What follows belongs to an exercise in optimizing a design on an open flow for small area, a short achievable clock period and few clock cycles; a production flow would make more cautious choices. Where RTL was checked, it was by simulation tests only, not by an equivalence proof against the original. The RTL of runs 1 and 3 was laid out without a check of its function. No activity file was given, so power comes from the tool's default toggle rates.

--- flow/design.v ---
module demosaic(clk, reset, in_en, data_in, wr_r, addr_r, wdata_r, rdata_r, wr_g, addr_g, wdata_g, rdata_g, wr_b, addr_b, wdata_b, rdata_b, done);
input clk;
input reset;
input in_en;
input [7:0] data_in;
output reg wr_r;
output reg [13:0] addr_r;
output reg [7:0] wdata_r;
input [7:0] rdata_r;
output reg wr_g;
output reg [13:0] addr_g;
output reg [7:0] wdata_g;
input [7:0] rdata_g;
output reg wr_b;
output reg [13:0] addr_b;
output reg [7:0] wdata_b;
input [7:0] rdata_b;
output reg done;
reg        in_en_q;
reg [7:0]  din_q;
reg [13:0] lcnt;       
reg        ld_done;    
always @(posedge clk) din_q <= data_in;
always @(posedge clk or posedge reset) begin
    if (reset) begin
        in_en_q <= 1'b0;
        lcnt    <= 14'd0;
        ld_done <= 1'b0;
    end else begin
        in_en_q <= in_en;
        if (in_en_q) begin
            lcnt <= lcnt + 14'd1;
            if (&lcnt) ld_done <= 1'b1;
        end
    end
end
wire busy_g = in_en_q & ~(lcnt[7] ^ lcnt[0]);
wire busy_r = in_en_q & ~lcnt[7] &  lcnt[0];
wire busy_b = in_en_q &  lcnt[7] & ~lcnt[0];
reg  [5:0] g_yh;
reg  [6:0] g_x;        
reg  [6:0] g_s;        
reg        g_wait, g_fin;
reg  [1:0] g_roff;     
reg  [7:0] g_c0, g_c1, g_c2, g_c3;        
reg  [7:0] g_m10, g_m11, g_m12, g_m13;    
reg  [7:0] g_m20, g_m21, g_m22;           
reg  [8:0] g_s1, g_s2;
reg        g_rv;
reg  [1:0] g_ri;
wire g_go  = ~g_fin & ~g_wait & ~busy_g;
wire g_rd  = |g_s[3:0];
wire g_g6  = g_go & g_s[6];
wire g_rot = g_go & (g_s[3] | g_s[4] | g_s[5]);
wire g_wv  = g_go & ~g_rd & (g_x[6:1] != 6'd0);
wire ge    = ~g_x[0];
wire [6:0] g_xm = g_x - 7'd1;
wire [5:0] g_rrow = g_yh + {4'd0, g_roff};
wire [13:0] g_addr = {g_rrow, g_x[0], (g_rd ? g_x : g_xm)};
wire [9:0] g_sum = g_s1 + g_s2;
wire cap0 = g_rv & (g_ri == 2'd0);
wire cap1 = g_rv & (g_ri == 2'd1);
wire cap2 = g_rv & (g_ri == 2'd2);
wire cap3 = g_rv & (g_ri == 2'd3);
always @(posedge clk) begin
    g_ri <= {g_s[2] | g_s[3], g_s[1] | g_s[3]};
    if (g_rot)      g_c0 <= g_c1;
    else if (cap0)  g_c0 <= rdata_g;
    if (g_rot)      g_c1 <= cap2 ? rdata_g : g_c2;
    else if (cap1)  g_c1 <= rdata_g;
    if (g_rot)      g_c2 <= g_c0;
    else if (cap2)  g_c2 <= rdata_g;
    if (cap3)       g_c3 <= rdata_g;
    if (g_g6) begin
        g_m10 <= g_c0;  g_m11 <= g_c1;  g_m12 <= g_c2;  g_m13 <= g_c3;
        g_m20 <= g_m11; g_m21 <= g_m12; g_m22 <= g_m13;
    end else if (g_rot) begin
        g_m10 <= g_m11; g_m11 <= g_m12; g_m12 <= g_m13; g_m13 <= g_m10;
        g_m20 <= g_m21; g_m21 <= g_m22; g_m22 <= g_m20;
    end
    if (g_rot) begin
        g_s1 <= g_c0 + g_m20;
        g_s2 <= g_m10 + (ge ? g_m11 : g_m13);
    end
end
always @(posedge clk or posedge reset) begin
    if (reset) begin
        g_yh   <= 6'd0;
        g_x    <= 7'd0;
        g_s    <= 7'd1;
        g_wait <= 1'b1;
        g_fin  <= 1'b0;
        g_rv   <= 1'b0;
        g_roff <= 2'd1;          
    end else begin
        g_rv <= g_go & g_rd;
        if (g_wait & (ld_done | ({1'b0, lcnt[13:8]} >= {1'b0, g_yh} + 7'd4)))
            g_wait <= 1'b0;
        if (g_go) begin
            g_s <= {g_s[5:0], g_s[6]};
            if (g_s[6])
                g_roff <= {1'b0, g_x[0]};            
            else
                g_roff <= {g_s[1] | g_s[2] | g_s[5], g_s[0] | g_s[2] | g_s[4]}
                          + {1'b0, ge};
            if (g_s[6]) begin
                g_x <= g_x + 7'd1;
                if (&g_x) begin
                    g_yh   <= g_yh + 6'd3;
                    g_wait <= 1'b1;
                    if (g_yh == 6'd60) g_fin <= 1'b1;
                end
            end
        end
    end
end
wire        r_wv, b_wv, r_fin, b_fin;
wire [13:0] r_addr, b_addr;
wire [7:0]  r_wdata, b_wdata;
demosaic_rb #(.P(1'b1)) u_r (
    .clk(clk), .reset(reset), .busy(busy_r), .ld_done(ld_done), .lrow(lcnt[13:7]),
    .rdata(rdata_r), .wv(r_wv), .addr(r_addr), .wdata(r_wdata), .fin(r_fin));
demosaic_rb #(.P(1'b0)) u_b (
    .clk(clk), .reset(reset), .busy(busy_b), .ld_done(ld_done), .lrow(lcnt[13:7]),
    .rdata(rdata_b), .wv(b_wv), .addr(b_addr), .wdata(b_wdata), .fin(b_fin));
always @(posedge clk) begin
    addr_g  <= busy_g ? lcnt  : g_addr;
    wdata_g <= busy_g ? din_q : g_sum[9:2];
    addr_r  <= busy_r ? lcnt  : r_addr;
    wdata_r <= busy_r ? din_q : r_wdata;
    addr_b  <= busy_b ? lcnt  : b_addr;
    wdata_b <= busy_b ? din_q : b_wdata;
end
always @(posedge clk or posedge reset) begin
    if (reset) begin
        wr_g <= 1'b0;
        wr_r <= 1'b0;
        wr_b <= 1'b0;
        done <= 1'b0;
    end else begin
        wr_g <= busy_g | g_wv;
        wr_r <= busy_r | r_wv;
        wr_b <= busy_b | b_wv;
        done <= ld_done & g_fin & r_fin & b_fin;
    end
end
endmodule
module demosaic_rb #(parameter P = 1'b1) (
    input             clk,
    input             reset,
    input             busy,
    input             ld_done,
    input      [6:0]  lrow,
    input      [7:0]  rdata,
    output            wv,
    output     [13:0] addr,
    output     [7:0]  wdata,
    output reg        fin
);
reg [5:0] ti, ti1;     
reg [5:0] xi, xp;      
reg       x64;         
reg [4:0] s;           
reg       wt;
reg [7:0] a, b, hp;
reg [8:0] vc, vp;
reg       rv, ri;
wire go = ~fin & ~wt & ~busy;
wire [7:0] hs = P ? b : a;
wire [6:0] row_m1 = P ? {ti, 1'b0}  : {ti, 1'b1};
wire [6:0] row_t  = P ? {ti, 1'b1}  : {ti1, 1'b0};
wire [6:0] row_p1 = P ? {ti1, 1'b0} : {ti1, 1'b1};
wire [6:0] row_h  = P ? row_p1 : row_m1;
wire [6:0] col_x  = {xi, P};
wire [6:0] col_x1 = P ? {xi, 1'b0} : {xp, 1'b1};
wire [6:0] col_x2 = P ? {xp, 1'b1} : {xp, 1'b0};
wire xi_lo = (xi == 6'd0) & ~x64;
wire hd_ok = ~xi_lo & ~x64;                                    
wire v_ok  = P ? hd_ok : (x64 | (xi[5:1] != 5'd0));           
reg [6:0] arow, acol;
reg       wok;
reg [7:0] wd;
wire [8:0] hsum = hp + hs;
wire [9:0] dsum = vp + vc;
always @(*) begin
    arow = ({7{s[0]}} & row_m1) | ({7{s[1]}} & row_p1) | ({7{s[2] | s[4]}} & row_t) | ({7{s[3]}} & row_h);
    acol = ({7{s[0] | s[1]}} & col_x) | ({7{s[2]}} & col_x2) | ({7{s[3] | s[4]}} & col_x1);
    wok  = (s[2] & v_ok) | ((s[3] | s[4]) & hd_ok);
    wd   = ({8{s[2]}} & vp[8:1]) | ({8{s[3]}} & hsum[8:1]) | ({8{s[4]}} & dsum[9:2]);
end
assign addr  = {arow, acol};
assign wdata = wd;
assign wv    = go & wok;
always @(posedge clk) begin
    ri <= s[1];
    if (go & s[4] & ~x64) xp <= xi;
    if (rv) begin
        if (ri) b <= rdata;
        else    a <= rdata;
    end
    if (go & s[3]) vc <= a + b;
    if (go & s[4]) begin
        vp <= vc;
        hp <= hs;
    end
end
always @(posedge clk or posedge reset) begin
    if (reset) begin
        ti  <= 6'd0;
        ti1 <= 6'd1;
        xi  <= 6'd0;
        x64 <= 1'b0;
        s   <= 5'd1;
        wt  <= 1'b1;
        fin <= 1'b0;
        rv  <= 1'b0;
    end else begin
        rv <= go & (s[0] | s[1]);
        if (wt & (ld_done | ({1'b0, lrow[6:1]} >= {1'b0, ti} + 7'd2)))
            wt <= 1'b0;
        if (go) begin
            s <= {s[3:0], s[4]};
            if (s[4]) begin
                if (x64) begin
                    xi  <= 6'd0;
                    x64 <= 1'b0;
                    ti  <= ti1;
                    ti1 <= ti1 + 6'd1;
                    wt  <= 1'b1;
                    if (ti == 6'd62) fin <= 1'b1;
                end else begin
                    xi  <= xi + 6'd1;
                    x64 <= &xi;
                end
            end
        end
    end
end
endmodule
--- flow/run.sh ---
#!/bin/bash
# synth_recipe.tcl (not shown) runs the flow's synth.tcl, then flattens the netlist and writes it again
# the make line also repeats each setting of config.mk as NAME=value (left out here)
make -C /OpenROAD-flow-scripts/flow DESIGN_CONFIG=/design/flow/config.mk WORK_HOME=/design/flow/orfs CLKGATE_MAP_FILE= SYNTH_SCRIPT=/design/flow/synth_recipe.tcl finish
--- flow/config.mk ---
export PLATFORM = sky130hd
export DESIGN_NAME = demosaic
export DESIGN_NICKNAME = demosaic
export VERILOG_FILES = /design/flow/design.v
export SDC_FILE = /design/flow/constraint.sdc
export NUM_CORES = 4
export LEC_CHECK = 0
export CAP_MARGIN = 20
export CORE_MARGIN = 2
export CORE_UTILIZATION = 40
export SETUP_SLACK_MARGIN = 3.0
export SLEW_MARGIN = 20
--- flow/constraint.sdc ---
create_clock -name core_clock -period 5.0 [get_ports {clk}]
set_input_delay 1.0000 -clock core_clock [delete_from_list [all_inputs] [get_ports {clk}]]
set_output_delay 1.0000 -clock core_clock [all_outputs]
set_load 0.01 [all_outputs]
==> results of run 1 <==
## area by class of cell
| class | instances | area (um2) | area share (%) |
|---|---|---|---|
| clock inverters | 21 | 163 | 0.745 |
| inverters | 48 | 210 | 0.963 |
| repair buffers | 190 | 1690 | 7.75 |
| flip-flops and latches | 379 | 10100 | 46.2 |
| multi-input cells | 1006 | 7750 | 35.5 |
| well taps | 585 | 732 | 3.35 |
| repair inverters | 3 | 21.3 | 0.0974 |
| clock buffers | 59 | 1180 | 5.39 |
## cell usage after synthesis, types with 3 or more instances
| cell type | number |
|---|---|
| edfxtp_1 | 194 |
| nand2_1 | 169 |
| nor2_1 | 120 |
| ha_1 | 104 |
| dfrtp_1 | 90 |
| dfxtp_1 | 86 |
| mux2_2 | 77 |
| xnor2_1 | 67 |
| o21ai_0 | 65 |
| a21oi_1 | 63 |
| clkbuf_1 | 51 |
| inv_1 | 47 |
| nand3_1 | 34 |
| xor2_1 | 31 |
| a221oi_1 | 28 |
| a21o_1 | 25 |
| nand4_1 | 20 |
| nor3_1 | 20 |
| nor2b_1 | 18 |
| and3_1 | 16 |
| mux2i_1 | 13 |
| a31oi_1 | 11 |
| dfstp_2 | 9 |
| nand2b_1 | 9 |
| or3_1 | 9 |
| a222oi_1 | 8 |
| a211oi_1 | 7 |
| fa_1 | 7 |
| nand3b_1 | 7 |
| o21a_1 | 7 |
| o31ai_1 | 7 |
| or2_2 | 7 |
| and2_1 | 6 |
| buf_2 | 4 |
| a2111oi_0 | 3 |
| and4_1 | 3 |
| o2111ai_1 | 3 |
| o41ai_1 | 3 |
## worst paths after layout
path,end,slack [ns],cells after the start
setup / recovery,g_s2[7]$_DFFE_PP_,2.69,9
hold / removal,u_b.ri$_DFF_P_,0.45,0
setup reg to reg,g_s2[7]$_DFFE_PP_,2.69,9
hold reg to reg,u_b.ri$_DFF_P_,0.45,0
max in group asynchronous,u_r.s[3]$_DFFE_PP0P_,3.26,3
min in group asynchronous,g_yh[1]$_DFFE_PP0P_,0.93,2
## critical path, cell delays in order, from the launching register on
cell and delay (ns):
dfrtp_2 0.46, buf_6 0.15, mux2_4 0.30, ha_4 0.16
a21o_1 0.16, a21oi_2 0.18, nor2b_1 0.07, o21a_1 0.20
o41ai_2 0.27, xnor2_1 0.10
## cell families after synthesis
family / count (synthesis) / share of synthesized area, %
compound gates: 247 / 9.25
xor+xnor: 99 / 5.00
fa+ha+maj: 111 / 8.25
buf+inv: 106 / 2.38
flops: 379 / 57.4
mux: 90 / 5.70
simple gates: 452 / 12.0
## what timing repair did
action,CTS,global route
hold endpoints to repair,0,0
cloned,8,4
hold buffers,0,0
gates resized for setup,418,81
endpoints found under the setup margin,388,338
pin swaps,36,56
setup buffers,47,29
## power by group
group	switching (W)	internal (W)
clock network	0.00130	0.00172
logic	0.000326	0.000287
registers	0.000143	0.00340
total	0.00177	0.00541
## registers in the layout, summed over array words and instances, names as in the netlist, 9 cells and up
signal / cells
addr_b: 14
addr_g: 14
addr_r: 14
g_s1: 9
g_s2: 9
lcnt: 14
u_b.vc: 9
u_b.vp: 9
u_r.vc: 9
u_r.vp: 9
## routing by layer
metal	vias up	wire length, um
met1	5874	19400
met2	300	20100
met5	-	0
li1	5759	-
met4	0	1360
met3	77	2130
## metrics by stage
step | power (W) | instances | setup slack [ns]
global placement | 0.00417 | 2123 | 2.16
CTS | 0.00721 | 2258 | 2.68
global route | 0.00744 | 2291 | 2.60
finish | 0.00717 | 2291 | 2.69
floorplan | 0.00383 | 1484 | 2.69
detailed placement | 0.00418 | 2123 | 2.03
==> impl_metrics.toml, run 1 <==
[synth]
netlist_area_um2 = 17500
synth_cell_types = 65
synth_edf_count = 194
synthTopCellsByArea = "edfxtp_1 (33%), dfrtp_1 (13%), dfxtp_1 (9.8%)"
synth-seq-cells = 379
synth_cells = 1484
synthesis.nets = 1630
synth_top_area_share_pct = 33.3
synth_warnings = 3
synthFlopType = "edfxtp_1"
yosysSeqAreaShare_pct = 57.4
synth_largest_area_cell = "edfxtp_1"
synth_area_per_cell_um2 = 11.8
async_flop_share_pct = 26.1

[setup_path]
path_class = "reg -> reg"
worstSetupStartpointType = "flip-flop"
cp-startpoint = "g_x[0]$_DFFE_PP0P_"
r2r-start = "g_x[0]$_DFFE_PP0P_"
worstSetupEndpointType = "flip-flop"
cp_max_fo = 3
crit_arrival_ns = 2.63
cp.required_ns = 5.32

[sta]
relSlewSlack_pct = 40.5
final_hold_viol_count = 0
whs_ns = 0.452
period_share_pct = 46.3
setup_viol = 0
finClkSkew_ns = 0.0126
worstMarginPinSlew_ns = 0.891
rsz0062_at_grt = "yes"
period_minus_slack_ns = 2.31
final_max_slew_viol_count = 0
finalSetupTns_ns = 0
fmax_ghz = 0.432

[layout]
diodes = 0
layout_commonest_cell = "edfxtp_1"
area_delta_synth_final_pct = 24.9
mostFrequentLayoutCells = "edfxtp_1 (194), nand2_1 (160), nor2_1 (115), ha_1 (84), dfrtp_1 (83)"
nets = 1817
fill_cells = 3763
stdcell_area_um2 = 21800
fin_util_pct = 50.7
drive_above_1_share_pct = 27.7

[cts]
clk_pin_slew_ns = 0.06
clk_path_buf_depth = 3
cts_tree = "done"
clockRootBuffer = "clkbuf_16"
clk-insertion-delay-late_ns = 0.57
htreeDepth = 2
cts_buffers = 43
clkSinkCount = 379

[global_routing]
grt_pass1_wl_mm = 65.6
grt_use_met3_pct = 3.71
grt_max_degree = 35
antenna_found_initial = 0
met2_usage_pct = 30.0
grt_overflow = 0
top_usage_layer = "met2"
grt_pass1_vias = 11784
grt_usage_pct = 18.8
gr-usage-met1_pct = 25.4

[floorplan]
fp.coreArea_um2 = 43100
die_x_um = 213
dieArea_um2 = 45400
initial_core_util_pct = 40.6
io_pins = 105
fp.dieH_um = 213
num_rows = 76

[placement]
place_area_um2 = 19200
hpwl_mm = 28.2
portBuffers = 104
gp_congestion = 0.850

[route]
drc_errors = 0
vias = 12010
via_per_inst = 5.24
drt-initial-drc-count = 735
drt_wl_total_mm = 43.0
final_antenna_net_count = 0
wl_per_cell_um = 18.8
first_pass_iters = 6

[power_and_ir_drop]
peakVddDrop_uv = 233
p_leak_nw = 8.56
powerDensity_nw_per_um2 = 329

[worst_hold_path]
min_path_type = "reg -> reg"
hold_start = "u_b.s[1]$_DFFE_PP0P_"

[flow_run]
drv_cap = 0

[outcome]
outcome = "timing/DRC/antenna clean"
==> inputs of run 2 (changes only) <==
--- a/flow/design.v
+++ b/flow/design.v
@@ -157,8 +157,10 @@
     output     [7:0]  wdata,
     output reg        fin
 );
-reg [5:0] ti, ti1;     
-reg [5:0] xi, xp;      
+reg [5:0] ti;
+reg [5:0] xi;
+wire [5:0] ti1 = ti + 6'd1;
+wire [5:0] xp  = xi - 6'd1;
 reg       x64;         
 reg [4:0] s;           
 reg       wt;
@@ -193,7 +195,6 @@
 assign wv    = go & wok;
 always @(posedge clk) begin
     ri <= s[1];
-    if (go & s[4] & ~x64) xp <= xi;
     if (rv) begin
         if (ri) b <= rdata;
         else    a <= rdata;
@@ -207,7 +208,6 @@
 always @(posedge clk or posedge reset) begin
     if (reset) begin
         ti  <= 6'd0;
-        ti1 <= 6'd1;
         xi  <= 6'd0;
         x64 <= 1'b0;
         s   <= 5'd1;
@@ -225,7 +225,6 @@
                     xi  <= 6'd0;
                     x64 <= 1'b0;
                     ti  <= ti1;
-                    ti1 <= ti1 + 6'd1;
                     wt  <= 1'b1;
                     if (ti == 6'd62) fin <= 1'b1;
                 end else begin
==> impl_metrics.toml, run 2 <==
[setup_path]
cp_max_fo = 5
reg2reg_to = "g_s2[6]$_DFFE_PP_"
worstSetupEndpointType = "flip-flop"
path_class = "reg -> reg"
critPathSlowestCell = "dfrtp_4"
reg2regPathDepth = 10
regToRegSetupSlack_ns = 2.76
crit_arrival_ns = 2.53
worstPathCellList = "mux2_4 -> ha_4 -> inv_2 -> fa_2 -> nor2b_1 -> o21ai_1 -> nand2b_1 -> a21o_1 -> a21oi_2 -> xnor2_1"
worstSetupStartpointType = "flip-flop"
max_stage_delay_ns = 0.53
cp.required_ns = 5.29
r2r-start = "g_x[0]$_DFFE_PP0P_"

[cts]
cts_hold_buf = 0
cts_tree = "done"
clk-insertion-delay-late_ns = 0.55
clkSinkCount = 355
htreeDepth = 2
clockRootBuffer = "clkbuf_16"
clk_pin_slew_ns = 0.06
cts_buffers = 40
clk_path_buf_depth = 3

[power_and_ir_drop]
peakVddDrop_uv = 267
intPower_w = 0.00506
seq_power_share_pct = 49.4
clockPowerShare_pct = 41.8
combPwrFrac_pct = 8.7
p_switching_w = 0.00160
p_leak_nw = 8.17
powerDensity_nw_per_um2 = 318
switching_share_pct = 24.0

[sta]
final_hold_viol_count = 0
fmax_ghz = 0.447
setup_viol = 0
worstMarginPinSlew_ns = 0.952
finClkSkew_ns = 0.0131
rsz0062_at_grt = "yes"
final_max_slew_viol_count = 0
whs_ns = 0.456
relSlewSlack_pct = 36.2
finalSetupTns_ns = 0
period_minus_slack_ns = 2.24
period_share_pct = 44.8

[synth]
synthesis.nets = 1638
synth_edf_count = 182
yosysSeqAreaShare_pct = 55.5
synth_warnings = 3
synth_cell_types = 65
synthFlopType = "edfxtp_1"
synth_top_area_share_pct = 32.3
synth_largest_area_cell = "edfxtp_1"
ys_top_cells_by_count = "edfxtp_1 (182), nand2_1 (178), ha_1 (108), o21ai_0 (96), nor2_1 (94)"
netlist_area_um2 = 16900
synth-seq-cells = 355
async_flop_share_pct = 24.5
synth_cells = 1488
synth_area_per_cell_um2 = 11.4
synthTopCellsByArea = "edfxtp_1 (32%), dfrtp_1 (12%), dfxtp_1 (10%)"
synth_most_common_cell = "edfxtp_1"

[global_routing]
grt_max_degree = 65
grt_usage_pct = 18.4
grt_pass1_vias = 11435
antenna_found_initial = 1
grt_overflow = 0
grt_pass1_wl_mm = 63.5

[worst_hold_path]
min_to = "u_b.vp[1]$_DFFE_PP_"
hold_start = "u_b.vc[1]$_DFFE_PP_"
hold_depth = 0
min_path_type = "reg -> reg"

[layout]
mostFrequentLayoutCells = "edfxtp_1 (182), nand2_1 (174), ha_1 (97), nor2_1 (88), o21ai_0 (80)"
fin_util_pct = 50.1
fin_cells = 2231
diodes = 0
fill_cells = 3662
nets = 1810
drive_above_1_share_pct = 26.8
area_delta_synth_final_pct = 24.1
layout_commonest_cell = "edfxtp_1"

[route]
drt-initial-drc-count = 673
drc_errors = 0
first_pass_iters = 5
drt_wl_total_mm = 41.5
via_per_inst = 5.31
final_antenna_net_count = 0
vias = 11838
wl_per_cell_um = 18.6

[floorplan]
initial_core_util_pct = 40.4
die_x_um = 210
fp.coreArea_um2 = 41900
dieArea_um2 = 43900
fp.dieH_um = 210
num_rows = 75
io_pins = 105

[flow_run]
drv_cap = 0

[placement]
gp_congestion = 0.884
hpwl_mm = 27.6
portBuffers = 104
dp_cells = 2077

[outcome]
outcome = "timing/DRC/antenna clean"
-- run 2: cell type report --
type                    instances  area [um2]  share of cell area [%]
clock buffers                  56        1110                    5.30
clock inverters                18         123                   0.585
inverters                      55         245                    1.17
multi-input cells            1023        7710                    36.8
flip-flops and latches        355        9440                    45.0
well taps                     539         674                    3.22
repair buffers                179        1620                    7.74
repair inverters                6        46.3                   0.221
-- run 2: critical path: cells and delay by family (launching register included) --
family                   cells  cell delay, ns
AND/OR/NAND/NOR              2            0.14
multiplexers                 1            0.33
XOR/XNOR                     1            0.09
flip-flops                   1            0.53
AO/OA/AOI/OAI                3            0.47
adder cells (fa/ha/maj)      2            0.37
buffers and inverters        1            0.05
-- run 2: metal layers --
| layer | wire, um | vias to the layer above | global-route usage, % |
|---|---|---|---|
| li1 | - | 5689 | - |
| met1 | 18300 | 5798 | 24.4 |
| met2 | 19900 | 277 | 30.4 |
| met3 | 2050 | 74 | 3.61 |
| met4 | 1250 | 0 | 6.38 |
| met5 | 0 | - | 0 |
-- run 2: cells by family after synthesis --
| family | synth area share [%] |
|---|---|
| compound gates | 10.2 |
| xor+xnor | 5.44 |
| fa+ha+maj | 8.83 |
| buf+inv | 2.61 |
| flops | 55.5 |
| mux | 5.45 |
| simple gates | 12.0 |
-- run 2: power groups by stage --
stage | Sequential, W | Combinational, W | Clock [W]
after floorplan | 0.00331 | 0.000238 | 0
after global placement | 0.00333 | 0.000521 | 0
after detailed placement | 0.00334 | 0.000520 | 0
after CTS | 0.00328 | 0.000526 | 0.00286
after global routing | 0.00330 | 0.000630 | 0.00299
final | 0.00329 | 0.000583 | 0.00279
-- run 2: worst max-delay path by stage --
stage                              startpoint           endpoint  slack, ns  depth (start not counted)
final                      g_x[0]$_DFFE_PP0P_  g_s2[6]$_DFFE_PP_       2.76                         10
after global routing       g_x[0]$_DFFE_PP0P_  g_s2[7]$_DFFE_PP_       2.67                          9
after CTS                  g_x[0]$_DFFE_PP0P_  g_s2[7]$_DFFE_PP_       2.76                          9
after detailed placement  lcnt[7]$_DFFE_PP0P_  g_c1[0]$_DFFE_PP_       1.51                          7
after global placement    lcnt[7]$_DFFE_PP0P_  g_c1[7]$_DFFE_PP_       1.62                          7
after floorplan            g_x[0]$_DFFE_PP0P_  g_s2[7]$_DFFE_PP_       2.69                         11
-- run 2: what timing repair did --
item,4_1_cts,5_1_grt
setup buffers,35,33
resized for setup,412,107
pin swaps,17,51
cloned,6,6
hold endpoints to repair,0,0
setup endpoints to repair,395,373
-- run 2: metrics by stage --
| stage | power, W | setup slack [ns] | instance area (um2) |
|---|---|---|---|
| 3_5_place_dp | 0.00386 | 1.51 | 18500 |
| 2_1_floorplan | 0.00355 | 2.69 | 17000 |
| 3_3_place_gp | 0.00385 | 1.62 | 18500 |
| 4_1_cts | 0.00667 | 2.76 | 20200 |
| 6_report | 0.00666 | 2.76 | 21000 |
| 5_1_grt | 0.00692 | 2.67 | 21000 |
Testbench counts of run 2, summed over its fixed seeds: cycles 330,408.
==> inputs of run 3 (changes only) <==
--- a/flow/design.v
+++ b/flow/design.v
@@ -46,6 +46,7 @@
 reg  [7:0] g_m10, g_m11, g_m12, g_m13;    
 reg  [7:0] g_m20, g_m21, g_m22;           
 reg  [8:0] g_s1, g_s2;
+reg        g_ge;       
 reg        g_rv;
 reg  [1:0] g_ri;
 wire g_go  = ~g_fin & ~g_wait & ~busy_g;
@@ -80,7 +81,7 @@
     end
     if (g_rot) begin
         g_s1 <= g_c0 + g_m20;
-        g_s2 <= g_m10 + (ge ? g_m11 : g_m13);
+        g_s2 <= g_m10 + (g_ge ? g_m11 : g_m13);
     end
 end
 always @(posedge clk or posedge reset) begin
@@ -92,9 +93,10 @@
         g_fin  <= 1'b0;
         g_rv   <= 1'b0;
         g_roff <= 2'd1;          
+        g_ge   <= 1'b1;
     end else begin
         g_rv <= g_go & g_rd;
-        if (g_wait & (ld_done | ({1'b0, lcnt[13:8]} >= {1'b0, g_yh} + 7'd4)))
+        if (g_wait & (ld_done | (lcnt[13:7] >= {g_yh, 1'b1} + 7'd6)))    
             g_wait <= 1'b0;
         if (g_go) begin
             g_s <= {g_s[5:0], g_s[6]};
@@ -104,7 +106,8 @@
                 g_roff <= {g_s[1] | g_s[2] | g_s[5], g_s[0] | g_s[2] | g_s[4]}
                           + {1'b0, ge};
             if (g_s[6]) begin
-                g_x <= g_x + 7'd1;
+                g_x  <= g_x + 7'd1;
+                g_ge <= g_x[0];
                 if (&g_x) begin
                     g_yh   <= g_yh + 6'd3;
                     g_wait <= 1'b1;
==> impl_metrics.toml, run 3 <==
[outcome]
outcome = "timing/DRC/antenna clean"

[route]
drt_wl_total_mm = 43.8
final_antenna_net_count = 0
first_pass_iters = 6
drc_errors = 0
via_per_inst = 5.30
wl_per_cell_um = 18.7
vias = 12400
drt-initial-drc-count = 924

[setup_path]
path_depth = 10
regToRegSetupSlack_ns = 2.60
worstSetupEndpointType = "flip-flop"
reg2regPathDepth = 10
crit_arrival_ns = 2.70
reg2reg_to = "g_s2[8]$_DFFE_PP_"
path_buf_inv = 2
critPathTopFamily = "compound AO/OA/AOI/OAI gates"
critPathSlowestCell = "dfstp_4"
max_stage_delay_ns = 0.67
cp.required_ns = 5.31
r2r-start = "g_ge$_DFFE_PP1P_"
cp_max_fo = 5
worstSetupStartpointType = "flip-flop"
path_class = "reg -> reg"
worstPathCellList = "mux2_4 -> ha_4 -> inv_2 -> fa_2 -> inv_2 -> a21o_1 -> a21oi_2 -> o21bai_1 -> a21oi_2 -> o21ai_1"

[global_routing]
grt_pass1_wl_mm = 66.7
grt_overflow = 0
grt_pass1_vias = 12006
grt_usage_pct = 19.2
grt_max_degree = 62
antenna_found_initial = 0
top_usage_layer = "met2"
met2_usage_pct = 31.4
grt_use_met3_pct = 3.26
gr-usage-met1_pct = 25.9

[synth]
synthTopCellsByArea = "edfxtp_1 (32%), dfrtp_1 (12%), dfxtp_1 (10%)"
synth_largest_area_cell = "edfxtp_1"
synthesis.nets = 1740
synth_most_common_cell = "nand2_1"
yosys.area_share.adder_pct = 8.74
synth_top_family_by_area = "simple AND/OR/NAND/NOR gates"
synthFlopType = "edfxtp_1"
yosysSeqAreaShare_pct = 55.1
synthSimpleGateAreaFrac_pct = 14.8
synth_warnings = 3
synth_compound_area_share_pct = 10.5
synth-xor-area-share_pct = 5.74
synthMuxAreaShare_pct = 2.22
netlist_area_um2 = 17100
ys_top_cells_by_count = "nand2_1 (319), edfxtp_1 (182), ha_1 (108), nor2_1 (102), a21oi_1 (87)"
synth-seq-cells = 356
synth_cells = 1590
synth_area_per_cell_um2 = 10.7
synth_top_area_share_pct = 32.0
synth_cell_types = 72
async_flop_share_pct = 24.7
synth_edf_count = 182

[floorplan]
die_x_um = 210
num_rows = 75
dieArea_um2 = 44300
fp.coreArea_um2 = 42000
initial_core_util_pct = 40.6
fp.dieH_um = 210
io_pins = 105

[placement]
hpwl_mm = 28.1
portBuffers = 104
dp_cells = 2170
pre_cts_slack_ns = 1.96
gp_congestion = 0.875

[power_and_ir_drop]
p_switching_w = 0.00171
p_leak_nw = 8.88
powerDensity_nw_per_um2 = 332
switching_share_pct = 23.8
clockPowerShare_pct = 44.7
power.total_w = 0.00719
seq_power_share_pct = 46.2
intPower_w = 0.00548
peakVddDrop_uv = 231
combPwrFrac_pct = 9.1

[sta]
worstMarginPinSlew_ns = 0.992
fin_ws_ns = 2.60
finalSetupTns_ns = 0
fmax_ghz = 0.418
finClkSkew_ns = 0.0319
relSlewSlack_pct = 33.5
rsz0062_at_grt = "yes"
final_max_slew_viol_count = 0
period_share_pct = 47.9
period_minus_slack_ns = 2.40
final_hold_viol_count = 0
setup_viol = 0

[layout]
nets = 1916
diodes = 0
fill_cells = 3696
mostFrequentLayoutCells = "nand2_1 (312), edfxtp_1 (182), nor2_1 (98), ha_1 (88), dfrtp_1 (72)"
area_delta_synth_final_pct = 27.0
fin_cells = 2339
layout_commonest_cell = "nand2_1"
drive_above_1_share_pct = 24.6

[cts]
cts_tree = "done"
clk_path_buf_depth = 3
clkSinkCount = 356
cts_buffers = 42
cts_hold_buf = 0
clockRootBuffer = "clkbuf_16"
htreeDepth = 2
clk-insertion-delay-late_ns = 0.57
clk_pin_slew_ns = 0.06

[worst_hold_path]
hold_start = "u_b.vc[2]$_DFFE_PP_"
hold_depth = 0
min_path_type = "reg -> reg"
min_to = "u_b.vp[2]$_DFFE_PP_"

[flow_run]
drv_cap = 0
[run 3: changes by cell type after synthesis, sizes merged, moves of 7 or more]
cell,before,now
o22ai,9,2
and3,4,12
o21a,16,6
nor2,94,103
nand2,180,321
nand3,40,26
mux2,72,22
o21ai,97,79
buf,12,27
a31oi,7,15
[run 3: worst max path at each step]
stage	start	endpoint
global placement	lcnt[7]$_DFFE_PP0P_	g_m20[6]$_DFFE_PP_
CTS	g_ge$_DFFE_PP1P_	g_s2[8]$_DFFE_PP_
detailed placement	lcnt[7]$_DFFE_PP0P_	g_m13[5]$_DFFE_PP_
global route	g_ge$_DFFE_PP1P_	g_s2[8]$_DFFE_PP_
floorplan	g_ge$_DFFE_PP1P_	g_s2[6]$_DFFE_PP_
finish	g_ge$_DFFE_PP1P_	g_s2[8]$_DFFE_PP_
[run 3: routing by layer]
layer / wire length [um] / up-vias
met5: 0 / -
met4: 1360 / 0
met3: 2300 / 85
met2: 20800 / 327
met1: 19400 / 6034
li1: - / 5954
[run 3: cell type report]
| class | instances | area (um2) | area share, % |
|---|---|---|---|
| sequential | 356 | 9460 | 43.6 |
| multi-input combinational | 1120 | 7990 | 36.9 |
| timing repair buffer | 193 | 1820 | 8.40 |
| clock buffer | 59 | 1330 | 6.12 |
| tap | 539 | 674 | 3.11 |
| inverter | 51 | 218 | 1.00 |
| clock inverter | 19 | 171 | 0.791 |
| timing repair inverter | 2 | 13.8 | 0.0635 |
[run 3: cell families after synthesis]
kind of cell / Yosys count
AO/OA/AOI/OAI: 282
XOR/XNOR: 111
adder cells (fa/ha/maj): 115
buffers and inverters: 121
flip-flops: 356
multiplexers: 35
AND/OR/NAND/NOR: 570
[run 3: what timing repair did]
action,in CTS,in global routing
resized for setup,418,114
setup buffers,33,42
setup endpoints to repair,376,257
gates cloned,11,5
pin swaps,50,60
[run 3: worst reg2reg max path: cells and delay by family, from the launching register on]
family                   cells  cell delay [ns]
buffers and inverters        2             0.08
adder cells (fa/ha/maj)      2             0.37
AO/OA/AOI/OAI                5             0.70
multiplexers                 1             0.33
flip-flops                   1             0.67
[run 3: through the flow]
stage,utilization [%],hold slack [ns],area (um2)
2_1_floorplan,-,0.345,17100
3_3_place_gp,44.2,0.443,18600
3_5_place_dp,44.2,0.445,18600
4_1_cts,49.5,0.462,20800
5_1_grt,51.5,0.475,21700
6_report,51.5,0.464,21700
[run 3: power by group through the flow]
stage          clock, W  sequential [W]  combinational (W)
3_3_place_gp          0         0.00337           0.000555
3_5_place_dp          0         0.00337           0.000559
6_report        0.00321         0.00333           0.000655
4_1_cts         0.00328         0.00332           0.000597
5_1_grt         0.00339         0.00333           0.000705
2_1_floorplan         0         0.00334           0.000255
==> inputs of run 4 (changes only) <==
--- a/flow/design.v
+++ b/flow/design.v
@@ -72,6 +72,7 @@
     if (g_rot)      g_c2 <= g_c0;
     else if (cap2)  g_c2 <= rdata_g;
     if (cap3)       g_c3 <= rdata_g;
+    if (g_g6) g_ge <= g_x[0];
     if (g_g6) begin
         g_m10 <= g_c0;  g_m11 <= g_c1;  g_m12 <= g_c2;  g_m13 <= g_c3;
         g_m20 <= g_m11; g_m21 <= g_m12; g_m22 <= g_m13;
@@ -93,7 +94,6 @@
         g_fin  <= 1'b0;
         g_rv   <= 1'b0;
         g_roff <= 2'd1;          
-        g_ge   <= 1'b1;
     end else begin
         g_rv <= g_go & g_rd;
         if (g_wait & (ld_done | (lcnt[13:7] >= {g_yh, 1'b1} + 7'd6)))    
@@ -107,7 +107,6 @@
                           + {1'b0, ge};
             if (g_s[6]) begin
                 g_x  <= g_x + 7'd1;
-                g_ge <= g_x[0];
                 if (&g_x) begin
                     g_yh   <= g_yh + 6'd3;
                     g_wait <= 1'b1;
==> impl_metrics.toml, run 4 <==
[outcome]
outcome = "timing/DRC/antenna clean"

[global_routing]
grt_overflow = 0
grt_max_degree = 51
grt_usage_pct = 19.0
antenna_found_initial = 0
grt_pass1_vias = 11713
grt_pass1_wl_mm = 65.5

[sta]
setup_viol = 0
relSlewSlack_pct = 34.8
final_max_slew_viol_count = 0
worstMarginPinSlew_ns = 0.979
period_share_pct = 44.5
rsz0062_at_grt = "yes"
finalSetupTns_ns = 0
fmax_ghz = 0.449
final_hold_viol_count = 0
finClkSkew_ns = 0.0199
period_minus_slack_ns = 2.22

[synth]
synthTopCellsByArea = "edfxtp_1 (32%), dfrtp_1 (12%), dfxtp_1 (10%)"
synth_largest_area_cell = "edfxtp_1"
netlist_area_um2 = 17000
synth_warnings = 3
synthFlopType = "edfxtp_1"
synth_area_per_cell_um2 = 10.8
ys_top_cells_by_count = "nand2_1 (287), edfxtp_1 (183), nor2_1 (111), ha_1 (108), a21oi_1 (87)"
synth_top_area_share_pct = 32.4
synth_edf_count = 183
yosysSeqAreaShare_pct = 55.4
synth_cell_types = 65
synth_cells = 1569
async_flop_share_pct = 24.4
synth-seq-cells = 356
synth_most_common_cell = "nand2_1"
synthesis.nets = 1719

[placement]
hpwl_mm = 27.7
place_area_um2 = 18600
gp_congestion = 0.827
portBuffers = 104

[route]
wl_per_cell_um = 18.5
drt-initial-drc-count = 925
vias = 12359
drt_wl_total_mm = 43.1
via_per_inst = 5.29
drc_errors = 0
first_pass_iters = 5
final_antenna_net_count = 0

[floorplan]
dieArea_um2 = 44100
die_x_um = 210
num_rows = 75
fp.dieH_um = 210
initial_core_util_pct = 40.5
io_pins = 105
fp.coreArea_um2 = 41900

[setup_path]
critPathSlowestCell = "edfxtp_1"
path_buf_inv = 3
worstSetupStartpointType = "flip-flop"
cp.required_ns = 5.31
cp_max_fo = 4
path_class = "reg -> reg"
max_stage_delay_ns = 0.43
worstSetupEndpointType = "flip-flop"
worstPathCellList = "buf_12 -> mux2_4 -> ha_4 -> inv_2 -> fa_2 -> inv_2 -> a21o_1 -> a21oi_2 -> o21bai_1 -> a21oi_2 -> xnor2_1"
reg2regPathDepth = 11
regToRegSetupSlack_ns = 2.78
reg2reg_to = "g_s2[6]$_DFFE_PP_"
crit_arrival_ns = 2.54
critPathTopFamily = "compound AO/OA/AOI/OAI gates"
r2r-start = "g_ge$_DFFE_PP_"

[layout]
mostFrequentLayoutCells = "nand2_1 (276), edfxtp_1 (183), nor2_1 (105), ha_1 (88), buf_4 (88)"
nets = 1917
stdcell_area_um2 = 21800
diodes = 0
layout_commonest_cell = "nand2_1"
fill_cells = 3628
area_delta_synth_final_pct = 28.4
drive_above_1_share_pct = 26.9

[cts]
cts_hold_buf = 0
cts_buffers = 40
clkSinkCount = 356
clockRootBuffer = "clkbuf_16"
cts_tree = "done"
clk-insertion-delay-late_ns = 0.56
clk_pin_slew_ns = 0.06
clk_path_buf_depth = 3
htreeDepth = 2

[worst_hold_path]
hold_depth = 0
hold_start = "u_r.vc[5]$_DFFE_PP_"
min_path_type = "reg -> reg"
min_to = "u_r.vp[5]$_DFFE_PP_"

[flow_run]
drv_cap = 0

[power_and_ir_drop]
peakVddDrop_uv = 222
p_leak_nw = 8.80
powerDensity_nw_per_um2 = 315
power.total_w = 0.00686
## run 4: cell count changes after synthesis, moves of 4 or more
cell	previous run	this run
xnor2_1	68	73
nor2_1	102	111
clkbuf_1	43	57
o21ai_1	10	0
mux2_2	14	32
mux2_1	8	0
xor2_1	42	38
o21ai_0	69	80
nand2_1	319	287
buf_2	19	2
and3_1	12	6
buf_1	3	7
## run 4: layer usage
layer	GRT usage [%]	share of wire (%)	wire length, um
met1	25.3	44	18900
met3	3.25	4.6	2000
met5	0	0	0
met4	6.21	2.7	1170
met2	31.6	49	21000
## run 4: kinds of logic (layout without fill, tap and decap cells)
| kind of cell | Yosys count | count (layout) | share of synthesized area, % |
|---|---|---|---|
| mux | 45 | 45 | 2.89 |
| simple gates | 539 | 541 | 14.1 |
| fa+ha+maj | 115 | 115 | 8.80 |
| xor+xnor | 111 | 111 | 5.73 |
| buf+inv | 122 | 349 | 2.80 |
| flops | 356 | 356 | 55.4 |
| compound gates | 281 | 281 | 10.2 |
## run 4: per-stage QoR
step / hold slack [ns] / std cells / worst slack (ns) / utilization (%)
after floorplan: 0.345 / 1569 / 2.86 / -
after global placement: 0.446 / 2151 / 2.17 / 44.3
after detailed placement: 0.450 / 2151 / 2.07 / 44.3
after CTS: 0.461 / 2272 / 2.76 / 49.2
after global routing: 0.476 / 2337 / 2.68 / 52.0
final: 0.465 / 2337 / 2.78 / 52.0
## run 4: repair_timing
action                     4_1_cts  5_1_grt
gates cloned                     6        4
pin swaps                       45       84
setup endpoints to repair      361      231
resized for setup              432      144
setup buffers                   42       61
## run 4: worst max path at each step
stage	cells after the start	startpoint	end	slack (ns)
2_1_floorplan	11	g_ge$_DFFE_PP_	g_s2[6]$_DFFE_PP_	2.86
4_1_cts	11	g_ge$_DFFE_PP_	g_s2[6]$_DFFE_PP_	2.76
5_1_grt	11	g_ge$_DFFE_PP_	g_s2[6]$_DFFE_PP_	2.68
3_5_place_dp	7	in_en_q$_DFF_PP0_	u_b.ti[5]$_DFFE_PP0P_	2.07
6_report	11	g_ge$_DFFE_PP_	g_s2[6]$_DFFE_PP_	2.78
3_3_place_gp	7	in_en_q$_DFF_PP0_	u_b.ti[5]$_DFFE_PP0P_	2.17
## run 4: area by class of cell
cell class,count,area (um2),share of cell area (%)
Tap cell,539,674,3.10
Clock inverter,7,71.3,0.327
Timing Repair Buffer,222,2180,10.0
Inverter,53,231,1.06
Clock buffer,66,1210,5.56
Multi-Input combinational cell,1093,7940,36.4
Sequential cell,356,9470,43.5
Timing Repair inverter,1,7.51,0.0345
## run 4: where the power goes
part,internal (W),switching [W]
clock network,0.00171,0.00117
registers,0.00320,0.000139
logic,0.000336,0.000311
Testbench counts of run 4, summed over its fixed seeds: cycles 329,652.
==> inputs of run 5 (changes only) <==
--- a/flow/config.mk
+++ b/flow/config.mk
@@ -8,5 +8,5 @@
 export CAP_MARGIN = 20
 export CORE_MARGIN = 2
 export CORE_UTILIZATION = 40
-export SETUP_SLACK_MARGIN = 3.0
+export SETUP_SLACK_MARGIN = 2.7
 export SLEW_MARGIN = 20
==> impl_metrics.toml, run 5 <==
[global_routing]
antenna_found_initial = 0
grt_pass1_wl_mm = 63.3
grt_max_degree = 57
grt_pass1_vias = 11398
grt_usage_pct = 18.4
grt_overflow = 0

[sta]
fmax_ghz = 0.435
period_minus_slack_ns = 2.30
finClkSkew_ns = 0.0277
whs_ns = 0.452
finalSetupTns_ns = 0
setup_viol = 0
period_share_pct = 46.0
final_hold_viol_count = 0
worstMarginPinSlew_ns = 1.05
relSlewSlack_pct = 30.0
rsz0062_at_grt = "yes"
final_max_slew_viol_count = 0

[power_and_ir_drop]
combPwrFrac_pct = 8.1
p_switching_w = 0.00160
switching_share_pct = 23.4
p_leak_nw = 8.36
powerDensity_nw_per_um2 = 335
seq_power_share_pct = 48.2
intPower_w = 0.00524
clockPowerShare_pct = 43.7
peakVddDrop_uv = 205

[route]
drt-initial-drc-count = 916
vias = 11874
final_antenna_net_count = 0
drc_errors = 0
via_per_inst = 5.24
drt_wl_total_mm = 40.7
first_pass_iters = 7
wl_per_cell_um = 18.0

[layout]
fin_cells = 2264
drive_above_1_share_pct = 11.8
area_delta_synth_final_pct = 20.6
mostFrequentLayoutCells = "nand2_1 (283), edfxtp_1 (183), nor2_1 (109), ha_1 (105), dfxtp_1 (86)"
layout_commonest_cell = "nand2_1"
stdcell_area_um2 = 20500
nets = 1842
fill_cells = 3739

[cts]
clockRootBuffer = "clkbuf_16"
cts_buffers = 40
cts_hold_buf = 0
clk_path_buf_depth = 3
cts_tree = "done"
clk-insertion-delay-late_ns = 0.56
clkSinkCount = 356
clk_pin_slew_ns = 0.06
htreeDepth = 2

[synth]
yosysSeqAreaShare_pct = 55.4
synth_top_area_share_pct = 32.4
synthMuxAreaShare_pct = 2.89
synth_warnings = 3
synth_area_per_cell_um2 = 10.8
synth_compound_area_share_pct = 10.2
async_flop_share_pct = 24.4
synth-seq-cells = 356
yosys.area_share.adder_pct = 8.80
synth_most_common_cell = "nand2_1"
synthTopCellsByArea = "edfxtp_1 (32%), dfrtp_1 (12%), dfxtp_1 (10%)"
synth_cells = 1569
synth-xor-area-share_pct = 5.73
synthSimpleGateAreaFrac_pct = 14.1
ys_top_cells_by_count = "nand2_1 (287), edfxtp_1 (183), nor2_1 (111), ha_1 (108), a21oi_1 (87)"
synthFlopType = "edfxtp_1"
synth_cell_types = 65
synth_largest_area_cell = "edfxtp_1"
synth_edf_count = 183
netlist_area_um2 = 17000
synth_top_family_by_area = "simple AND/OR/NAND/NOR gates"
synthesis.nets = 1719

[placement]
dp_cells = 2153
gp_congestion = 0.850
place_area_um2 = 18500
portBuffers = 104
hpwl_mm = 27.2

[floorplan]
die_x_um = 210
fp.dieH_um = 210
dieArea_um2 = 44100
num_rows = 75
io_pins = 105
initial_core_util_pct = 40.5
fp.coreArea_um2 = 41900

[setup_path]
path_class = "reg -> reg"
worstSetupStartpointType = "flip-flop"
crit_arrival_ns = 2.61
worstSetupEndpointType = "flip-flop"
cp_max_fo = 4
cp.required_ns = 5.31

[flow_run]
drv_cap = 0

[outcome]
outcome = "timing/DRC/antenna clean"

[worst_hold_path]
min_path_type = "reg -> reg"
run 5: final timing paths:
kind	depth (start not counted)	startpoint	endpoint	slack [ns]
worst max-delay path	10	g_ge$_DFFE_PP_	g_s2[6]$_DFFE_PP_	2.70
worst min-delay path	0	u_b.vc[2]$_DFFE_PP_	u_b.vp[2]$_DFFE_PP_	0.45
worst max register to register	10	g_ge$_DFFE_PP_	g_s2[6]$_DFFE_PP_	2.70
worst min register to register	0	u_b.vc[2]$_DFFE_PP_	u_b.vp[2]$_DFFE_PP_	0.45
max in group asynchronous	3	reset	lcnt[0]$_DFFE_PP0P_	3.45
min in group asynchronous	3	reset	g_yh[5]$_DFFE_PP0P_	0.97
run 5: cells by family after synthesis:
logic type      after synthesis
buf+inv                     122
mux                          45
xor+xnor                    111
simple gates                539
fa+ha+maj                   115
compound gates              281
flops                       356
run 5: worst max-delay path: stages, from the launching register on:
cell,delay (ns)
edfxtp_1,0.53
mux2_4,0.37
ha_4,0.16
inv_2,0.04
fa_2,0.20
inv_2,0.03
a21o_1,0.15
a21oi_2,0.17
o21bai_1,0.11
a21oi_2,0.20
xnor2_1,0.08
run 5: power by group through the flow:
stage	sequential [W]	combinational [W]	clock [W]
after floorplan	0.00334	0.000231	0
after global placement	0.00337	0.000549	0
after detailed placement	0.00337	0.000548	0
after CTS	0.00331	0.000528	0.00307
after global routing	0.00331	0.000604	0.00318
final	0.00330	0.000556	0.00299
run 5: routing by layer:
metal | vias up | GRT usage, % | part of all wire (%)
met5 | - | 0 | 0
met4 | 0 | 6.73 | 3.2
met3 | 70 | 3.22 | 5.8
met2 | 310 | 29.5 | 46
met1 | 5697 | 25.1 | 45
li1 | 5797 | - | -
run 5: through the flow:
stage                     utilization (%)  worst slack (ns)  total power (W)
after detailed placement             44.2              1.90          0.00392
final                                48.9              2.70          0.00685
after floorplan                         -              2.55          0.00357
after global routing                 48.9              2.60          0.00710
after global placement               44.2              1.95          0.00392
after CTS                            48.1              2.60          0.00691
run 5: layout make-up:
class | count | area, um2 | share of cell area (%)
Clock inverter | 21 | 214 | 1.05
Antenna cell | 1 | 2.50 | 0.0122
Tap cell | 539 | 674 | 3.30
Clock buffer | 53 | 1130 | 5.54
Sequential cell | 356 | 9410 | 46.0
Timing Repair inverter | 1 | 7.51 | 0.0367
Timing Repair Buffer | 148 | 1440 | 7.04
Inverter | 53 | 240 | 1.17
Multi-Input combinational cell | 1092 | 7330 | 35.9
run 5: timing repair:
action                     in CTS  in global routing
cloned                          4                  1
setup endpoints to repair     274                 77
resized for setup             117                 32
pin swaps                       9                 14
setup buffers                  16                 14
==> inputs of run 6 (changes only) <==
--- a/flow/config.mk
+++ b/flow/config.mk
@@ -8,5 +8,6 @@
 export CAP_MARGIN = 20
 export CORE_MARGIN = 2
 export CORE_UTILIZATION = 40
-export SETUP_SLACK_MARGIN = 2.7
+export SETUP_SLACK_MARGIN = 3.0
 export SLEW_MARGIN = 20
+export TNS_END_PERCENT = 10
==> impl_metrics.toml, run 6 <==
[placement]
gp_congestion = 0.859
portBuffers = 104
hpwl_mm = 27.4
place_area_um2 = 18500
dp_cells = 2151

[synth]
synth_largest_area_cell = "edfxtp_1"
synthTopCellsByArea = "edfxtp_1 (32%), dfrtp_1 (12%), dfxtp_1 (10%)"
synth_cell_types = 65
ys_top_cells_by_count = "nand2_1 (287), edfxtp_1 (183), nor2_1 (111), ha_1 (108), a21oi_1 (87)"
synth_edf_count = 183
synth_cells = 1569
synth_warnings = 3
netlist_area_um2 = 17000
synthFlopType = "edfxtp_1"
synthesis.nets = 1719
synth_most_common_cell = "nand2_1"
synth_area_per_cell_um2 = 10.8
synth_top_area_share_pct = 32.4
async_flop_share_pct = 24.4
yosysSeqAreaShare_pct = 55.4
synth-seq-cells = 356

[setup_path]
path_buf_inv = 1
worstSetupStartpointType = "flip-flop"
cp_max_fo = 1
critPathTopFamily = "flip-flops"
worstPathCellList = "dlygate4sd2_1"
path_class = "reg -> out"
crit_arrival_ns = 1.20
critPathSlowestCell = "dfxtp_1"
cp.required_ns = 4.00
max_stage_delay_ns = 0.36
worstSetupEndpointType = "primary output"

[sta]
rsz0062_at_grt = "yes"
period_share_pct = 44.0
fmax_ghz = 0.455
final_max_slew_viol_count = 0
period_minus_slack_ns = 2.20
relSlewSlack_pct = 32.8
final_hold_viol_count = 0
worstMarginPinSlew_ns = 1.00
setup_viol = 0
finClkSkew_ns = 0.0169
finalSetupTns_ns = 0

[cts]
cts_tree = "done"
cts_buffers = 39
clk_path_buf_depth = 3
clk-insertion-delay-late_ns = 0.56
clkSinkCount = 356
htreeDepth = 2
clk_pin_slew_ns = 0.06
clockRootBuffer = "clkbuf_16"

[power_and_ir_drop]
powerDensity_nw_per_um2 = 321
p_leak_nw = 8.50
peakVddDrop_uv = 275

[route]
wl_per_cell_um = 18.0
first_pass_iters = 8
drt_wl_total_mm = 41.0
drt-initial-drc-count = 907
via_per_inst = 5.26
drc_errors = 0
final_antenna_net_count = 0
vias = 12015

[global_routing]
antenna_found_initial = 0
grt_max_degree = 60
grt_usage_pct = 18.1
grt_pass1_vias = 11479
grt_pass1_wl_mm = 62.9
grt_overflow = 0

[layout]
layout_commonest_cell = "nand2_1"
area_delta_synth_final_pct = 23.2
fin_util_pct = 49.9
nets = 1865
fin_cells = 2285
mostFrequentLayoutCells = "nand2_1 (280), edfxtp_1 (183), nor2_1 (108), ha_1 (94), dfxtp_1 (83)"
drive_above_1_share_pct = 16.5
stdcell_area_um2 = 20900
diodes = 0

[floorplan]
fp.coreArea_um2 = 41900
die_x_um = 210
io_pins = 105
dieArea_um2 = 44100
num_rows = 75
initial_core_util_pct = 40.5
fp.dieH_um = 210

[flow_run]
drv_cap = 0

[worst_hold_path]
min_path_type = "reg -> reg"

[outcome]
outcome = "timing/DRC/antenna clean"
-- run 6: cell types whose count changed in the layout (fill, tap and decap cells not counted), sizes merged --
cell           previous run  this run
buf                      41        67
clkbuf                   54        62
dlygate4sd2              70        62
clkdlybuf4s15             0         3
clkinv                   14        11
bufinv                    4         2
clkinvlp                  6         4
a2111o                    2         1
bufbuf                    2         1
diode                     1         0
inv                      51        52
nand2                   288       289
-- run 6: logic make-up (layout without fill, tap and decap cells) --
logic type               count (synthesis)  count (layout)  synth area share [%]
XOR/XNOR                               111             111                  5.73
adder cells (fa/ha/maj)                115             115                  8.80
AND/OR/NAND/NOR                        539             540                  14.1
buffers and inverters                  122             298                  2.80
flip-flops                             356             356                  55.4
multiplexers                            45              45                  2.89
AO/OA/AOI/OAI                          281             281                  10.2
-- run 6: cell type report --
class	count	area, um2
Clock buffer	57	1090
Clock inverter	15	143
Fill cell	3740	21000
Inverter	53	223
Multi-Input combinational cell	1092	7700
Sequential cell	356	9410
Tap cell	539	674
Timing Repair Buffer	172	1640
Timing Repair inverter	1	7.51
-- run 6: repair_timing --
item / 4_1_cts / 5_1_grt
pin swaps: 8 / 58
hold buffers: 0 / 0
setup buffers: 15 / 41
endpoints found under the setup margin: 363 / 326
cloned: 2 / 4
gates resized for setup: 117 / 115
-- run 6: per-stage QoR --
stage / setup slack, ns / power (W) / hold slack [ns]
floorplan: 2.86 / 0.00358 / 0.345
global placement: 2.09 / 0.00391 / 0.447
detailed placement: 1.96 / 0.00392 / 0.445
CTS: 2.76 / 0.00671 / 0.458
global route: 2.72 / 0.00696 / 0.473
finish: 2.80 / 0.00671 / 0.461
-- run 6: layer usage --
layer | vias to the layer above | wire length (um) | track usage (%)
met4 | 0 | 1260 | 6.82
met3 | 61 | 2080 | 3.13
met1 | 5841 | 18400 | 24.7
met2 | 290 | 19300 | 29.1
li1 | 5823 | - | -
met5 | - | 0 | 0
-- run 6: path summary, 6_finish.rpt --
| path | from | end | slack, ns | cells past startpoint |
|---|---|---|---|---|
| min | u_r.vc[2]$_DFFE_PP_ | u_r.vp[2]$_DFFE_PP_ | 0.46 | 0 |
| max reg2reg | g_ge$_DFFE_PP_ | g_s2[6]$_DFFE_PP_ | 2.82 | 11 |
| max | addr_r[5]$_DFF_P_ | addr_r[5] | 2.80 | 1 |
| max in group asynchronous | reset | lcnt[0]$_DFFE_PP0P_ | 3.51 | 3 |
| min in group asynchronous | reset | lcnt[10]$_DFFE_PP0P_ | 0.97 | 3 |
| min reg2reg | u_r.vc[2]$_DFFE_PP_ | u_r.vp[2]$_DFFE_PP_ | 0.46 | 0 |
-- run 6: power breakdown --
group / switching [W] / total [W] / internal [W]
Clock: 0.00118 / 0.00281 / 0.00163
Combinational: 0.000309 / 0.000597 / 0.000289
Sequential: 0.000118 / 0.00330 / 0.00319
Total: 0.00161 / 0.00671 / 0.00511
==> inputs of run 7 (changes only) <==
--- a/flow/config.mk
+++ b/flow/config.mk
@@ -8,6 +8,8 @@
 export CAP_MARGIN = 20
 export CORE_MARGIN = 2
 export CORE_UTILIZATION = 40
+export CTS_BUF_LIST = sky130_fd_sc_hd__clkbuf_8 sky130_fd_sc_hd__clkbuf_16
+export CTS_CLUSTER_SIZE = 20
 export SETUP_SLACK_MARGIN = 3.0
 export SLEW_MARGIN = 20
 export TNS_END_PERCENT = 10
==> impl_metrics.toml, run 7 <==
[placement]
gp_congestion = 0.859
place_area_um2 = 18500
portBuffers = 104
hpwl_mm = 27.4

[layout]
area_delta_synth_final_pct = 23.2
mostFrequentLayoutCells = "nand2_1 (280), edfxtp_1 (183), nor2_1 (108), ha_1 (94), dfxtp_1 (83)"
layout_commonest_cell = "nand2_1"
ff_latch_area_um2 = 9410
diodes = 0
stdcell_area_um2 = 20900
drive_above_1_share_pct = 16.5
multi_input_area_um2 = 7700
nets = 1865
fill_cells = 3740

[setup_path]
path_buf_inv = 1
max_stage_delay_ns = 0.36
cp.required_ns = 4.00
cp_max_fo = 1
critPathSlowestCell = "dfxtp_1"
worstSetupStartpointType = "flip-flop"
crit_arrival_ns = 1.20
worstPathCellList = "dlygate4sd2_1"
path_class = "reg -> out"
worstSetupEndpointType = "primary output"
critPathTopFamily = "flip-flops"

[power_and_ir_drop]
p_leak_nw = 8.55
powerDensity_nw_per_um2 = 320
peakVddDrop_uv = 275

[floorplan]
die_x_um = 210
initial_core_util_pct = 40.5
num_rows = 75
fp.coreArea_um2 = 41900
dieArea_um2 = 44100
io_pins = 105
fp.dieH_um = 210

[sta]
relSlewSlack_pct = 32.0
final_max_slew_viol_count = 0
period_share_pct = 44.0
finalSetupTns_ns = 0
final_hold_viol_count = 0
rsz0062_at_grt = "yes"
fmax_ghz = 0.455
period_minus_slack_ns = 2.20
setup_viol = 0
worstMarginPinSlew_ns = 1.01
finClkSkew_ns = 0.0189

[cts]
cts_tree = "done"
clkSinkCount = 356
cts_buffers = 39
clk_pin_slew_ns = 0.06
clockRootBuffer = "clkbuf_16"
htreeDepth = 2
clk-insertion-delay-late_ns = 0.56
clk_path_buf_depth = 3

[outcome]
outcome = "timing/DRC/antenna clean"

[synth]
synth_cell_types = 65
synthTopCellsByArea = "edfxtp_1 (32%), dfrtp_1 (12%), dfxtp_1 (10%)"
synthSimpleGateAreaFrac_pct = 14.1
synth_warnings = 3
synth-seq-cells = 356
synth_top_family_by_area = "simple AND/OR/NAND/NOR gates"
netlist_area_um2 = 17000
yosysSeqAreaShare_pct = 55.4
synth_cells = 1569
synthFlopType = "edfxtp_1"
synth_largest_area_cell = "edfxtp_1"
synth_area_per_cell_um2 = 10.8
ys_top_cells_by_count = "nand2_1 (287), edfxtp_1 (183), nor2_1 (111), ha_1 (108), a21oi_1 (87)"
yosys.area_share.adder_pct = 8.80
synthesis.nets = 1719
synth-xor-area-share_pct = 5.73
synth_edf_count = 183
synth_most_common_cell = "nand2_1"
synth_compound_area_share_pct = 10.2
async_flop_share_pct = 24.4
synthMuxAreaShare_pct = 2.89
synth_top_area_share_pct = 32.4

[route]
drt_wl_total_mm = 41.0
first_pass_iters = 8
vias = 12022
via_per_inst = 5.26
final_antenna_net_count = 0
wl_per_cell_um = 17.9
drt-initial-drc-count = 914
drc_errors = 0

[global_routing]
grt_pass1_vias = 11479
grt_overflow = 0
antenna_found_initial = 0
grt_usage_pct = 18.1
grt_max_degree = 60
grt_pass1_wl_mm = 62.9

[worst_hold_path]
min_path_type = "reg -> reg"

[flow_run]
drv_cap = 0
[run 7: cell types whose count changed in the layout (fill, tap and decap cells not counted), sizes merged]
cell and change:
inv +13, clkbuf -13
[run 7: final timing paths]
kind                                      from                    to  slack [ns]  cells after the start
min in group asynchronous                reset  lcnt[10]$_DFFE_PP0P_        0.97                      3
max                          addr_r[5]$_DFF_P_             addr_r[5]        2.80                      1
max reg2reg                     g_ge$_DFFE_PP_     g_s2[6]$_DFFE_PP_        2.81                     11
max in group asynchronous                reset   lcnt[0]$_DFFE_PP0P_        3.51                      3
min                        u_r.vc[2]$_DFFE_PP_   u_r.vp[2]$_DFFE_PP_        0.46                      0
min reg2reg                u_r.vc[2]$_DFFE_PP_   u_r.vp[2]$_DFFE_PP_        0.46                      0
[run 7: what timing repair did]
action / 4_1_cts / 5_1_grt
gates cloned: 2 / 4
pin swaps: 8 / 58
gates resized for setup: 117 / 115
hold buffers: 0 / 0
endpoints found under the setup margin: 364 / 326
buffers inserted: 15 / 41
[run 7: cells by family (layout without fill, tap and decap cells)]
| family | Yosys count | in the layout |
|---|---|---|
| mux | 45 | 45 |
| compound gates | 281 | 281 |
| fa+ha+maj | 115 | 115 |
| simple gates | 539 | 540 |
| flops | 356 | 356 |
| buf+inv | 122 | 298 |
| xor+xnor | 111 | 111 |
[run 7: power breakdown]
part / switching [W] / internal, W / total (W)
combinational: 0.000309 / 0.000289 / 0.000598
sequential: 0.000118 / 0.00319 / 0.00330
clock: 0.00118 / 0.00160 / 0.00278
total: 0.00161 / 0.00508 / 0.00669
[run 7: per-layer routing]
layer  GRT usage (%)  vias to the layer above  wire length [um]
li1                -                     5825                 -
met1            24.7                     5846             18400
met2            29.1                      290             19300
met3            3.13                       61              2100
met4            6.82                        0              1260
met5               0                        -                 0
[run 7: final cells by class]
class | instances | share of cell area [%]
clock inverter | 28 | 0.916
inverter | 53 | 1.07
tap | 539 | 3.23
timing repair inverter | 1 | 0.0359
clock buffer | 44 | 5.00
multi-input combinational | 1092 | 36.9
timing repair buffer | 172 | 7.84
sequential | 356 | 45.0
[run 7: stage by stage]
step                      power, W  worst slack [ns]  std cells  hold slack [ns]  util, %
after floorplan            0.00358              2.86       1569            0.345        -
after global placement     0.00391              2.09       2151            0.447     44.3
after detailed placement   0.00392              1.96       2151            0.445     44.3
after CTS                  0.00668              2.76       2240            0.458     47.8
after global routing       0.00693              2.72       2285            0.473     49.9
final                      0.00669              2.80       2285            0.461     49.9
==> inputs of run 8 (changes only) <==
--- a/flow/config.mk
+++ b/flow/config.mk
@@ -8,8 +8,9 @@
 export CAP_MARGIN = 20
 export CORE_MARGIN = 2
 export CORE_UTILIZATION = 40
-export CTS_BUF_LIST = sky130_fd_sc_hd__clkbuf_8 sky130_fd_sc_hd__clkbuf_16
-export CTS_CLUSTER_SIZE = 20
+export CTS_BUF_LIST = sky130_fd_sc_hd__clkbuf_16
+export CTS_CLUSTER_DIAMETER = 100
+export CTS_CLUSTER_SIZE = 32
 export SETUP_SLACK_MARGIN = 3.0
 export SLEW_MARGIN = 20
 export TNS_END_PERCENT = 10
==> impl_metrics.toml, run 8 <==
[power_and_ir_drop]
seq_power_share_pct = 62.0
combPwrFrac_pct = 9.9
p_leak_nw = 8.09
switching_share_pct = 24.9
powerDensity_nw_per_um2 = 266

[synth]
synth_largest_area_cell = "edfxtp_1"
synthFlopType = "edfxtp_1"
yosysSeqAreaShare_pct = 55.4
netlist_area_um2 = 17000
async_flop_share_pct = 24.4
synth_top_area_share_pct = 32.4
synth_cell_types = 65
synth-seq-cells = 356
synth_warnings = 3
synth_edf_count = 183

[sta]
finalSetupTns_ns = 0
final_max_slew_viol_count = 0
final_hold_viol_count = 0
worstMarginPinSlew_ns = 1.00
fmax_ghz = 0.457
period_share_pct = 43.8
period_minus_slack_ns = 2.19
rsz0062_at_grt = "yes"
setup_viol = 0

[setup_path]
worstPathCellList = "buf_6 -> mux2_4 -> ha_4 -> inv_2 -> fa_2 -> inv_2 -> a21o_1 -> a21oi_2 -> o21bai_1 -> a21oi_2 -> xnor2_1"
worstSetupEndpointType = "flip-flop"
critPathSlowestCell = "edfxtp_1"
path_buf_inv = 3
critPathTopFamily = "compound AO/OA/AOI/OAI gates"
reg2regPathDepth = 11
crit_arrival_ns = 2.48
r2r-start = "g_ge$_DFFE_PP_"
cp-startpoint = "g_ge$_DFFE_PP_"
reg2reg_to = "g_s2[6]$_DFFE_PP_"
cp_max_fo = 4
worstSetupStartpointType = "flip-flop"

[global_routing]
grt_usage_pct = 17.3
grt_overflow = 0
antenna_found_initial = 0
grt_max_degree = 60
grt_pass1_vias = 11103

[layout]
layout_commonest_cell = "nand2_1"
nets = 1838
mostFrequentLayoutCells = "nand2_1 (280), edfxtp_1 (183), nor2_1 (109), ha_1 (96), dfxtp_1 (82)"
diodes = 0

[cts]
clk_path_buf_depth = 3
clockRootBuffer = "clkbuf_16"
clk-insertion-delay-late_ns = 0.52
clkSinkCount = 356
cts_buffers = 15
cts_tree = "done"
clk_pin_slew_ns = 0.12
htreeDepth = 1

[placement]
portBuffers = 104
place_area_um2 = 18500
gp_congestion = 0.859

[worst_hold_path]
min_path_type = "reg -> reg"
hold_start = "u_b.vc[8]$_DFFE_PP_"
hold_depth = 0

[floorplan]
initial_core_util_pct = 40.5
die_x_um = 210
fp.dieH_um = 210
io_pins = 105
fp.coreArea_um2 = 41900

[outcome]
outcome = "timing/DRC/antenna clean"

[route]
via_per_inst = 5.24
wl_per_cell_um = 17.8
drt-initial-drc-count = 890
drc_errors = 0
vias = 11706
drt_wl_total_mm = 39.7
## run 8: metrics by stage
step / util, % / instances / setup slack (ns) / hold slack (ns) / total power, W
4_1_cts: 45.9 / 2193 / 2.76 / 0.471 / 0.00538
2_1_floorplan: - / 1569 / 2.86 / 0.345 / 0.00358
3_5_place_dp: 44.3 / 2151 / 1.96 / 0.445 / 0.00392
3_3_place_gp: 44.3 / 2151 / 2.09 / 0.447 / 0.00391
5_1_grt: 47.8 / 2235 / 2.72 / 0.482 / 0.00553
6_report: 47.8 / 2235 / 2.81 / 0.475 / 0.00532
## run 8: what timing repair did
| action | 4_1_cts | 5_1_grt |
|---|---|---|
| resized for setup | 119 | 103 |
| pin swaps | 8 | 69 |
| setup buffers | 15 | 39 |
| endpoints found under the setup margin | 367 | 334 |
| hold buffers | 0 | 0 |
| cloned | 2 | 3 |
## run 8: kinds of logic after synthesis
group                    after synthesis  share of synthesized area (%)
adder cells (fa/ha/maj)              115                           8.80
AND/OR/NAND/NOR                      539                           14.1
flip-flops                           356                           55.4
multiplexers                          45                           2.89
AO/OA/AOI/OAI                        281                           10.2
buffers and inverters                122                           2.80
XOR/XNOR                             111                           5.73
## run 8: cell type report
| cell class | count | area (um2) | area share, % |
|---|---|---|---|
| Timing Repair Buffer | 170 | 1610 | 8.04 |
| Multi-Input combinational cell | 1091 | 7650 | 38.2 |
| Sequential cell | 356 | 9410 | 47.0 |
| Clock inverter | 10 | 60.1 | 0.300 |
| Inverter | 53 | 225 | 1.13 |
| Clock buffer | 15 | 375 | 1.88 |
| Timing Repair inverter | 1 | 7.51 | 0.0375 |
| Tap cell | 539 | 674 | 3.37 |
## run 8: worst max-delay path by stage
| stage | cells past startpoint | end | slack [ns] |
|---|---|---|---|
| after floorplan | 11 | g_s2[6]$_DFFE_PP_ | 2.86 |
| after global placement | 7 | u_b.ti[5]$_DFFE_PP0P_ | 2.09 |
| after detailed placement | 7 | u_b.ti[5]$_DFFE_PP0P_ | 1.96 |
| after CTS | 11 | g_s2[6]$_DFFE_PP_ | 2.76 |
| after global routing | 11 | g_s2[6]$_DFFE_PP_ | 2.72 |
| final | 11 | g_s2[6]$_DFFE_PP_ | 2.81 |
## run 8: metal layers
metal | GRT usage [%] | wire length [um] | vias up
met5 | 0 | 0 | -
met2 | 28.6 | 18700 | 263
met1 | 24.7 | 18300 | 5654
met4 | 4.38 | 1040 | 0
met3 | 1.71 | 1690 | 45
li1 | - | - | 5744
## run 8: worst register-to-register path, stage by stage, from the launching register on
cell      delay (ns)
edfxtp_1        0.40
buf_6           0.15
mux2_4          0.31
ha_4            0.16
inv_2           0.06
fa_2            0.22
inv_2           0.03
a21o_1          0.15
a21oi_2         0.14
o21bai_1        0.09
a21oi_2         0.16
xnor2_1         0.09
## run 8: power groups by stage
stage	clock network, W	registers (W)	logic [W]
3_3_place_gp	0	0.00337	0.000540
2_1_floorplan	0	0.00334	0.000237
6_report	0.00149	0.00330	0.000528
4_1_cts	0.00155	0.00330	0.000529
3_5_place_dp	0	0.00338	0.000541
5_1_grt	0.00164	0.00331	0.000578

Check on run 8: ideal ports give 2.811 ns setup slack; a clkbuf_16 on the clock port and buf_2 on the inputs give 2.763 ns; moving port delays by the midpoint clock arrival (0.567 ns) as well gives 2.811 ns.
